This is an optimization exercise on Yosys and OpenROAD, whose aim is small area, a short achievable clock period and few clock cycles, not a production implementation.
Only simulation tests tie the RTL to the original design; equivalence was not proved.
Power is estimated from default activity; no workload was simulated.

### flow/config.mk
export PLATFORM = sky130hd
export DESIGN_NAME = cordic_core
export DESIGN_NICKNAME = cordic_core
export VERILOG_FILES = /design/flow/design.v
export SDC_FILE = /design/flow/constraint.sdc
export NUM_CORES = 4
export LEC_CHECK = 0
export CAP_MARGIN = 20
export CORE_MARGIN = 2
export CORE_UTILIZATION = 40
export SLEW_MARGIN = 20
### flow/constraint.sdc
create_clock -name core_clock -period 12.0 [get_ports {clk}]
set_input_delay 2.4000 -clock core_clock [delete_from_list [all_inputs] [get_ports {clk}]]
set_output_delay 2.4000 -clock core_clock [all_outputs]
set_load 0.01 [all_outputs]
### flow/design.v
`timescale 1ns / 1ps
module booth#(parameter n = 32, START_STATE = 2'b00, SHIFT_AND_ADD_STATE = 2'b01, DONE_STATE = 2'b10)(input clk, input st, input [(n-1):0] A, input [(n-1):0] B, output[n*2-1:0] product, output Done, input rst
    );
    reg [(n):0] ACC;
    reg [(n):0] RegB;
    integer count;
    wire K;
    wire [n:0] A_in;
    wire [n:0] addout;
    reg load, sh, sh_addinvert, sh_add;
    reg [1:0] state, nextstate;
    assign Done = (state==DONE_STATE)? 1:0;
    assign A_in = (sh_add)? {A[n-1], A}:((sh_addinvert)? ~{A[n-1],A}+1:0);
    assign K = (count == n)? 1:0;
    assign addout = A_in + ACC;
    assign product = {ACC, RegB[n:1]};
    always@(*)
    begin
        nextstate<=0;
        load <=0;
        sh<=0;
        sh_addinvert <=0;
        sh_add <=0;
        case(state)
            START_STATE:
            begin
                if(st)
                begin
                    load <=1;
                    nextstate<=SHIFT_AND_ADD_STATE;
                end
                else
                    nextstate<=START_STATE;
            end
            SHIFT_AND_ADD_STATE:
            begin 
                if(K)
                    nextstate<=DONE_STATE;
                else
                begin
                    nextstate <= SHIFT_AND_ADD_STATE;
                if(RegB[1:0] == 2'b00 || RegB[1:0] == 2'b11)
                    sh<=1;
                else if(RegB[1:0] == 2'b01)
                    sh_add <=1;
                else if (RegB[1:0] == 2'b10)
                    sh_addinvert<=1;
                end
            end
            DONE_STATE:
            begin
                nextstate<=START_STATE;
            end
        endcase
    end
    always@(posedge clk)
    begin
        if(rst)
            state<=START_STATE;
        else
            state<=nextstate;
        if(load)
        begin
            ACC<=0;
            RegB[n:1] <= B;
            RegB[0] <= 0;
            count <=0;
        end
        if(sh_add || sh_addinvert)
        begin
            ACC <= {addout[n], addout[n:1]};
            RegB  <= {addout[0], RegB[n:1]};
            count <= count +1;
        end
        if(sh)
        begin
            ACC <= {ACC[n], ACC[n:1]};
            RegB <= {ACC[0], RegB[n:1]};
            count <= count + 1;
        end
    end
endmodule
`timescale 1ns / 1ps
module arctan_andmagnitude#(n = 16, START_STATE = 3'b000, ADD_STATE = 3'b001, MULT_STATE = 3'b010, DONE_STATE = 3'b011)(input clk, input st, input[15:0] x, input[15:0] y, input [3:0] func, output [31:0] result, input rst, output done_out
    );
    reg signed [15:0] x_reg[16:0];
    reg signed [15:0] y_reg [16:0];
    reg signed [15:0] z_reg[16:0];
    wire signed [15:0] d;
    integer i;
    wire k;
    wire Mdone;
    wire done;
    reg[2:0] state, nextstate;
    reg load, add, mult;
    wire [63:0] mult_temp;
    wire signed [15:0] arctan;
    wire signed [31:0] magnitude;
    wire [15:0] TANROM[15:0];
    assign TANROM[0] = 16'b0011001001000011;
    assign TANROM[1] = 16'b0001110110101100;
    assign TANROM[2] = 16'b0000111110101101;
    assign TANROM[3] = 16'b0000011111110101;
    assign TANROM[4] = 16'b0000001111111110;
    assign TANROM[5] = 16'b0000000111111111;
    assign TANROM[6] = 16'b0000000011111111;
    assign TANROM[7] = 16'b0000000001111111;
    assign TANROM[8] = 16'b0000000000111111;
    assign TANROM[9] = 16'b0000000000011111;
    assign TANROM[10] =16'b0000000000001111;
    assign TANROM[11] =16'b0000000000000111;
    assign TANROM[12] =16'b0000000000000011;
    assign TANROM[13] =16'b0000000000000001;
    assign TANROM[14] =16'b0000000000000000;
    assign TANROM[15] =16'b0000000000000000;
    always@(*)
    begin
        nextstate<=0;
        load<=0;
        add<=0;
        mult<=0;
        case(state)
            START_STATE:
            begin
                if(~st)
                    nextstate<=0;
                else if(st)
                begin
                    load<=1;
                    nextstate<=ADD_STATE;
                end
            end
            ADD_STATE:
            begin
                if(~k)
                begin
                    add<=1;
                    nextstate<=ADD_STATE;
                end
                else
                begin
                    mult<=1;
                    nextstate<= MULT_STATE;
                end
            end
            MULT_STATE:
            begin
                if(Mdone)
                    nextstate<=DONE_STATE;
                else
                    nextstate<=MULT_STATE;
            end
            DONE_STATE:
            begin
                if(~st)
                begin
                    nextstate<=DONE_STATE;
                end
                else
                begin
                    load<=1;
                    nextstate<=ADD_STATE;
                end
            end
        endcase
    end
    always@(posedge clk)
    begin
        if(rst)
            state<=START_STATE;
        else
            state<=nextstate;
        if(load)
        begin
            x_reg[0] <= x;
            y_reg[0] <= y;
            z_reg[0] <= 16'd0;
            i<=0;
        end
        if(add)
        begin
            x_reg[i+1] <= x_reg[i] - d*(y_reg[i] >>> i);
            y_reg[i+1] <= y_reg[i] + d*(x_reg[i] >>> i);
            z_reg[i+1] <= z_reg[i] - d*TANROM[i];
            i <= i+1;
        end
    end
    assign done = (state == DONE_STATE)? 1:0;
    assign k = (i == 16)? 1:0;
    assign d = (y_reg[i] < 0)? 1:-1;
    assign arctan = z_reg[16];
    assign magnitude = mult_temp[63:32];
    assign result = (func == 0)? {arctan}:((func == 1)? magnitude:32'd0);
    assign done_out = done;
    booth booth_alg (clk,mult,32'b00000000000000001001111000000000,{x_reg[16], 16'd0}, mult_temp, Mdone, rst); 
endmodule
`timescale 1ns / 1ps
module arcsin_andarccos#(parameter n = 16) (input clk, input st, input signed [15:0] arcsin_in, input [3:0] func, output signed [31:0] result, input rst, output done_out
    );
    wire k;
    integer i;
    reg signed [15:0] reg_x[n:0];
    reg signed [15:0] reg_y[n:0];
    reg signed [15:0] reg_z[n:0];
    reg[1:0] state, nextstate;
    reg load, add;
    wire signed [15:0] arcsin, arccos;
    wire done;
    wire [15:0] TANROM[15:0];
    assign TANROM[0] = 16'b0011001001000011;
    assign TANROM[1] = 16'b0001110110101100;
    assign TANROM[2] = 16'b0000111110101101;
    assign TANROM[3] = 16'b0000011111110101;
    assign TANROM[4] = 16'b0000001111111110;
    assign TANROM[5] = 16'b0000000111111111;
    assign TANROM[6] = 16'b0000000011111111;
    assign TANROM[7] = 16'b0000000001111111;
    assign TANROM[8] = 16'b0000000000111111;
    assign TANROM[9] = 16'b0000000000011111;
    assign TANROM[10] =16'b0000000000001111;
    assign TANROM[11] =16'b0000000000000111;
    assign TANROM[12] =16'b0000000000000011;
    assign TANROM[13] =16'b0000000000000001;
    assign TANROM[14] =16'b0000000000000000;
    assign TANROM[15] =16'b0000000000000000;
    always@(*)
    begin
        nextstate<=0;
        load<=0;
        add<=0;
        case(state)
        0:
        begin
            if(~st)
                nextstate<=0;
            else if(st == 1)
            begin
                load<=1;
                nextstate<=1;
            end
        end
        1:
        begin
            if(k)
            begin
                nextstate<=2;
            end
            else
            begin
                add<=1;
                nextstate<=1;
            end
        end
        2:
            begin
                if(~st)
                begin
                    nextstate<=2;
                end
                else
                begin
                    load<=1;
                    nextstate<=1;
                end
            end
        endcase
    end
    always@(posedge clk)
    begin
        if(rst)
            state<=0;
        else
            state<=nextstate;
        if(load)
        begin
            reg_x[0] <= 16'b0010011011011101;
            reg_y[0] <= 16'd0;
            reg_z[0] <= 16'd0;
            i<=0;
        end
        else if(add)
        begin
            i<= i+1;
            if(reg_y[i] < arcsin_in)
            begin
                reg_x[i+1] <= reg_x[i] -(reg_y[i] >>> i);
                reg_y[i+1] <= reg_y[i] + (reg_x[i]>>>i);
                reg_z[i+1] <= reg_z[i] + TANROM[i];
            end
            else
            begin
                reg_x[i+1] <= reg_x[i] +(reg_y[i] >>> i);
                reg_y[i+1] <= reg_y[i] - (reg_x[i]>>>i);
                reg_z[i+1] <= reg_z[i] - TANROM[i];
            end
        end
    end
    assign result = (func == 2)? arccos :((func == 3)?arcsin:32'd0);
    assign done_out = done;
    assign k = (i == n)? 1:0;
    assign done = (state == 2)? 1:0;
    assign arcsin = reg_z[n];
    assign arccos = ~{reg_z[n] - 16'b0110010010000111}+1;
endmodule
`timescale 1ns / 1ps
module sinh_andcosh #(parameter n = 16)(
    input clk, input st, input [15:0] z_0, input [3:0] func, output signed [15:0] sinh, output signed [15:0] cosh, output signed [31:0] result, input rst, output done_out);
    reg signed [15:0] reg_z [n:1];
    reg signed [15:0] reg_x[n:1];
    reg signed [15:0] reg_y [n:1];
    integer i;
    reg sign;
    reg [1:0] state, nextstate;
    reg load, add;
    wire LED_reset;
    wire k;
    wire [15:0] TANHROM [n-1:1];
    assign LED_reset = (state == 2'b00)? 1:0;
    assign TANHROM[1] = 16'b0010001100100111;
    assign TANHROM[2] = 16'b0001000001011000;
    assign TANHROM[3] = 16'b0000100000001010;
    assign TANHROM[4] = 16'b0000010000000001;
    assign TANHROM[5] = 16'b0000001000000000;
    assign TANHROM[6] = 16'b0000000100000000;
    assign TANHROM[7] = 16'b0000000010000000;
    assign TANHROM[8] = 16'b0000000001000000;
    assign TANHROM[9] = 16'b0000000000100000;
    assign TANHROM[10] =16'b0000000000010000;
    assign TANHROM[11] =16'b0000000000001000;
    assign TANHROM[12] =16'b0000000000000100;
    assign TANHROM[13] =16'b0000000000000010;
    assign TANHROM[14] =16'b0000000000000001;
    assign TANHROM[15] =16'b0000000000000000;
    always@(*)
    begin
        nextstate<=0;
        load<=0;
        add<=0;
        case(state)
            0:
            begin
                if(~st)
                    nextstate<=0;
                else if(st == 1)
                begin
                    load<=1;
                    nextstate<=1;
                end
            end
            1:
            begin
                if(k)
                    begin
                        nextstate<=2;
                    end
                else
                    begin
                        add<=1;
                        nextstate<=1;
                    end
            end
            2:
                begin
                if(~st)
                begin
                    nextstate<=2;
                end
                else
                begin
                    load<=1;
                    nextstate<=1;
                end
            end
        endcase
    end
    always@(posedge clk)
    begin
        if(rst)
            state<=0;
        else
            state<=nextstate;
        if(load)
        begin
            i<= 1;
            reg_x[1] <= 16'b0101000000000000;
            reg_y[1] <= 16'd0;
            reg_z[1] <= z_0;
        end
        if(add)
        begin
            i<= i+1;
            if(reg_z[i] < 0)
            begin
                reg_x[i+1] <= reg_x[i] -(reg_y[i] >>> i);
                reg_y[i+1] <= reg_y[i] - (reg_x[i]>>>i);
                reg_z[i+1] <= reg_z[i] + TANHROM[i];
            end
            else
            begin
                reg_x[i+1] <= reg_x[i] + (reg_y[i] >>> i);
                reg_y[i+1] <= reg_y[i] + (reg_x[i]>>>i);
                reg_z[i+1] <= reg_z[i] - TANHROM[i];
            end
        end
    end
    assign k = (i ==16)? 1:0;
    assign sinh = reg_y[n];
    assign cosh = reg_x[n];
    assign result = (func == 4)? cosh : ((func == 5)? sinh:32'd0);
    assign done_out = (state == 2'b10)? 1:0;
endmodule
`timescale 1ns / 1ps
module arctan_h #(parameter n = 16)(
    input clk, input st, input [15:0] x_1, input[15:0] y_1, input[3:0] func, output [15:0] arctanh,
 output [31:0] result, input rst, output done_out);
    wire k;
    reg signed [15:0] reg_z [n:1];
    reg signed [15:0] reg_x[n:1];
    reg signed [15:0] reg_y [n:1];
    integer i;
    reg sign;
    wire [15:0] TANHROM [n-1:1];
    wire LED_reset;
    reg [1:0] state, nextstate;
    reg load, add;
    assign k = (i ==16)? 1:0;
    assign arctanh = reg_z[16];
    assign result = (func == 7)? arctanh:32'd0;
    assign done_out = (state == 2'b10)? 1:0;
    assign LED_reset = (state == 2'b00)? 1:0;
    assign TANHROM[1] = 16'b0010001100100111;
    assign TANHROM[2] = 16'b0001000001011000;
    assign TANHROM[3] = 16'b0000100000001010;
    assign TANHROM[4] = 16'b0000010000000001;
    assign TANHROM[5] = 16'b0000001000000000;
    assign TANHROM[6] = 16'b0000000100000000;
    assign TANHROM[7] = 16'b0000000010000000;
    assign TANHROM[8] = 16'b0000000001000000;
    assign TANHROM[9] = 16'b0000000000100000;
    assign TANHROM[10] =16'b0000000000010000;
    assign TANHROM[11] =16'b0000000000001000;
    assign TANHROM[12] =16'b0000000000000100;
    assign TANHROM[13] =16'b0000000000000010;
    assign TANHROM[14] =16'b0000000000000001;
    assign TANHROM[15] =16'b0000000000000000;
    always@(*)
    begin
        nextstate<=0;
        load<=0;
        add<=0;
        case(state)
            0:
            begin
                if(~st)
                    nextstate<=0;
                else if(st == 1)
                begin
                    load<=1;
                    nextstate<=1;
                end
            end
            1:
            begin
                if(k)
                    begin
                        nextstate<=2;
                    end
                else
                    begin
                        add<=1;
                        nextstate<=1;
                    end
            end
            2:
                begin
                if(~st)
                begin
                    nextstate<=2;
                end
                else
                begin
                    load<=1;
                    nextstate<=1;
                end
            end
        endcase
    end
    always@(posedge clk)
    begin
        if(rst)
            state<=0;
        else
            state<=nextstate;
        if(load)
        begin
            i<= 1;
            reg_x[1] <= x_1;
            reg_y[1] <= y_1;
            reg_z[1] <= 0;
        end
        if(add)
        begin
            i<= i+1;
            if(reg_y[i] > 0)
            begin
                reg_x[i+1] <= reg_x[i] -(reg_y[i] >>> i);
                reg_y[i+1] <= reg_y[i] - (reg_x[i]>>>i);
                reg_z[i+1] <= reg_z[i] + TANHROM[i];
            end
            else
            begin
                reg_x[i+1] <= reg_x[i] + (reg_y[i] >>> i);
                reg_y[i+1] <= reg_y[i] + (reg_x[i]>>>i);
                reg_z[i+1] <= reg_z[i] - TANHROM[i];
            end
        end
    end
endmodule
`timescale 1ns / 1ps
module ex(input clk, input st, input signed [15:0] x, input[3:0] func, output [31:0] result, input rst, output done_out
    );
    wire signed [16:0] ex;
    wire signed [15:0] sinh;
    wire signed [15:0] cosh;
    wire signed [31:0] result_temp;
    sinh_andcosh s(clk, st, x, func,sinh, cosh, result_temp, rst, done_out);
    assign ex = sinh+cosh;
    assign result = (func == 6)? ex: 32'd0;
endmodule
`timescale 1ns / 1ps
module ln_x(
    input clk, input st, input [15:0] x,input[3:0] func, output signed [31:0] result, input rst, output done_out
    );
    wire [16:0] ln;
    wire [15:0] ln_temp;
    wire [31:0] result_temp;
    wire [15:0] x_1, y_1;
    assign x_1 = x+16'b0100000000000000;
    assign y_1 = x-16'b0100000000000000;
    arctan_h atanh (clk, st,x_1, y_1, func, ln_temp, result_temp, rst, done_out);
    assign ln = ln_temp <<< 1;
    assign result = (func == 8)? ln:32'd0;
endmodule
`timescale 1ns / 1ps
module cordic_core(input clk, input rst, input start, input [3:0] func, input [15:0] op1, input [15:0] op2,
    output busy, output done, output [31:0] result);
    reg [3:0] func_r;
    reg signed [15:0] op1_r, op2_r;
    reg clr, go, busy_r, done_r;
    wire [31:0] r_am, r_as, r_sc, r_ath, r_ex, r_ln;
    wire [15:0] sinh, cosh, atanh;
    wire d_am, d_as, d_sc, d_ath, d_ex, d_ln;
    wire unit_rst = rst | clr;
    reg sel_done;
    arctan_andmagnitude atan_mag(clk, go, op1_r, op2_r, func_r, r_am, unit_rst, d_am);
    arcsin_andarccos asin_andacos(clk, go, op1_r, func_r, r_as, unit_rst, d_as);
    sinh_andcosh sh_andch(clk, go, op1_r, func_r, sinh, cosh, r_sc, unit_rst, d_sc);
    arctan_h ath(clk, go, op1_r, op2_r, func_r, atanh, r_ath, unit_rst, d_ath);
    ex e_x(clk, go, op1_r, func_r, r_ex, unit_rst, d_ex);
    ln_x lnx(clk, go, op1_r, func_r, r_ln, unit_rst, d_ln);
    assign result = r_am | r_as | r_sc | r_ath | r_ex | r_ln;
    assign busy = busy_r;
    assign done = done_r;
    always @(*)
    begin
        case(func_r)
            4'd0, 4'd1: sel_done = d_am;
            4'd2, 4'd3: sel_done = d_as;
            4'd4, 4'd5: sel_done = d_sc;
            4'd6: sel_done = d_ex;
            4'd7: sel_done = d_ath;
            4'd8: sel_done = d_ln;
            default: sel_done = 1'b0;
        endcase
    end
    always @(posedge clk)
    begin
        if(rst)
        begin
            clr <= 0;
            go <= 0;
            busy_r <= 0;
            done_r <= 0;
        end
        else
        begin
            clr <= 0;
            go <= clr;
            if(start && !busy_r)
            begin
                func_r <= func;
                op1_r <= op1;
                op2_r <= op2;
                clr <= 1;
                busy_r <= 1;
                done_r <= 0;
            end
            else if(busy_r && !clr && !go && sel_done)
            begin
                busy_r <= 0;
                done_r <= 1;
            end
        end
    end
endmodule
### flow/run.sh
#!/bin/bash
# synth_recipe.tcl (not shown) runs the flow's synth.tcl, then flattens the netlist and writes it again
# the make line also repeats each setting of config.mk as NAME=value (left out here)
make -C /OpenROAD-flow-scripts/flow DESIGN_CONFIG=/design/flow/config.mk WORK_HOME=/design/flow/orfs CLKGATE_MAP_FILE= SYNTH_SCRIPT=/design/flow/synth_recipe.tcl finish
==> results.txt <==
-- layout make-up --
cell class              count  area, um^2
clock buffers             673       14240
fillers                 49980      318500
clock inverters           272        2678
repair buffers            551        4614
diodes                     20       50.05
multi-input cells        7826       77260
inverters                 650        2441
flip-flops and latches   5074      151700
well taps                7755        9703
-- cells by family (layout without fill, tap and decap cells) --
kind of cell               after synthesis  in the layout  synth area share
AOI/OAI and AO/OA                     1828           1828           0.04919
DFF                                   5074           5074            0.6495
and+or+nand+nor                       2846           2846           0.05467
adders and majority gates              718            718           0.04528
muxes                                 1755           1755            0.1521
other                                    0             20                 0
buffers and inverters                 1369           2146           0.02371
xor gates and xnor gates               679            679           0.02554
-- worst max-delay path, delay by kind of cell, from the launching register on --
kind / cells / cell delay [ns]
AOI/OAI and AO/OA: 18 / 4.58
adders and majority gates: 5 / 2.02
buffers and inverters: 4 / 1.41
and+or+nand+nor: 4 / 1.15
DFF: 1 / 0.81
xor gates and xnor gates: 1 / 0.15
-- per-layer routing --
metal	routed length [um]	up-vias	part of all wire	GRT usage
met1	269700	68920	0.43	0.3000
met3	43070	891	0.069	0.02852
met5	25	-	0.000040	0
met4	22160	4	0.035	0.06683
met2	293000	4732	0.47	0.3303
li1	-	56620	-	-
-- through the flow --
step	std cells	setup WS, ns
finish	22820	1.534
global route	22800	0.8900
CTS	22790	1.339
detailed placement	21850	1.376
global placement	21840	1.381
floorplan	14270	2.692
-- power by group --
group / switching (mW) / total (mW) / internal [mW]
clock network: 7.02 / 16.2 / 9.16
registers: 0.218 / 20.3 / 20.1
logic: 9.22 / 15.9 / 6.66
-- layout by cell type, fill, tap and decap left out, drive strengths merged, types with 398 or more instances in the layout --
cell type	count
a21oi	509
buf	479
clkbuf	673
edfxtp	4998
ha	503
inv	678
mux4	1419
nand2	991
nor2	926
o21ai	533
xnor2	398
-- final timing paths --
kind | start | cells past startpoint | to | slack, ns
max | register | 32 | atan_mag.x_reg[4][14] | 1.53
min | done_r | 2 | done_r | 0.51
max reg2reg | register | 32 | atan_mag.x_reg[4][14] | 1.53
min reg2reg | done_r | 2 | done_r | 0.51
==> impl_metrics.yaml <==
status:
  status: "complete, no violations"
setup_path:
  max_stage_delay_ns: 0.86
  worstSetupPathType: "register to register"
  cp-start-kind: "register"
  arrival_ns: 11.28
  required_ns: 12.82
  path_common_cell: "o21ai_0"
  cp_slowest_cell: "a2111oi_0"
  crit_fanout: 49
  crit_path_end_kind: "register"
sta:
  min_period_ns: 10.47
  hold_viol: 0
  worst_slew_pin_slew_ns: 1.200
  skew_ns: 0.05038
  tns_ns: 0
  fmax_mhz: 95.54
  period_share: 0.8722
  rsz0062_at_grt: "false"
  finalMaxSlewViolations: 0
  holdWs_ns: 0.5111
  report.final.setup_viol: 0
  slew_headroom: 0.1998
grt:
  overflow: 0
  grt_pass1_vias: 129700
  grt_pass1_wl_um: 912600
  antenna_found_initial: 18
  grt_max_degree: 113
  track_usage: 0.2086
route:
  drt_pass1_iterations: 6
  wl_per_cell_um: 27.52
  drt_iter0_drc: 14180
  drt-total-wl_um: 628000
  vias: 131200
  vias_per_cell: 5.747
  ant_nets: 0
  post-route-drc-count: 0
yosys:
  ys_seq_area_frac: 0.6495
  synth_largest_area_cell: "edfxtp_1"
  synth_nets: 15020
  synth.most_common_cell: "edfxtp_1"
  synth-seq-cells: 5074
  synth_area_leaders: "edfxtp_1 (64%), mux4_2 (14%), ha_1 (2.7%)"
  async_flop_share: 0
  synth_cells: 14270
  ys.flop_type: "edfxtp_1"
  synth_edf_count: 4998
  ys_top_cells_by_count: "edfxtp_1 (4,998), mux4_2 (1,408), nand2_1 (989)"
  synth_top_area_frac: 0.6430
  synth_cell_types: 104
  syn_area_per_cell_um2: 16.36
  synth_area_um2: 233400
  ys.warnings.count: 70
cts:
  ctsResizeCount: 0
  clk_pin_slew_ns: 0.06
  cts-htree-levels: 6
  cts_made_buffers: 537
  post_cts_buffers: 0
  postCtsHoldBufs: 0
  clk-insertion-delay-late_ns: 1.10
  cts_tree: "done"
  cts.sinks: 5074
  clk_path_buf_depth: 4
  cts_root_buf: "clkbuf_16"
floorplanning:
  rows: 280
  die_area_um2: 589600
  ioPinCount: 73
  core_um2: 581200
  die_w_um: 767.9
  die_height_um: 767.9
  initial_core_util: 0.4016
cells_and_area:
  postLayoutCellArea_um2: 262700
  fin_util: 0.4520
  nets: 15390
  area_growth_pct: 12.54
  drive_gt1_frac: 0.1992
power:
  vdd_drop_max_mv: 0.4823
  finalPower_mw: 52.37
  powerDensity_nw_per_um2: 199.4
  leakagePower_nw: 87.76
job:
  cap_violations: 0
placed_design:
  finalWeightedCongestion: 0.9339
  hpwlAfterDp_um: 383800
  place_area_um2: 245500
  port_buffers: 72
min_path:
  min_path_type: "register to register"
Testbench counts, summed over its fixed seeds: cycles 134,776.

## afterwards: timing with drivers on the ports
How much do the figures lean on ideal ports? The routed layout below was timed once more, with nothing changed but the port constraints.
Step 1 sets driving cells, clkbuf_16 on the clock port and buf_2 on the other inputs (assumed; they add their load-dependent delay and slew).
Step 2, shift: input delay + t, output delay - t, t = (earliest + latest rising clock arrival at the registers) / 2. This alone moves slack from input paths to output paths.
a / b / c = ideal ports / drivers / drivers and shift; a / b = the first two.
t, ns: 1.189
setup WS [ns]: 1.534 / 1.534 / 1.534
worst setup path at the end: register to register
After both steps this run still meets setup and hold. The setup slack of this run moves by 0.000 ns with the drivers and by 0.000 ns with both steps.
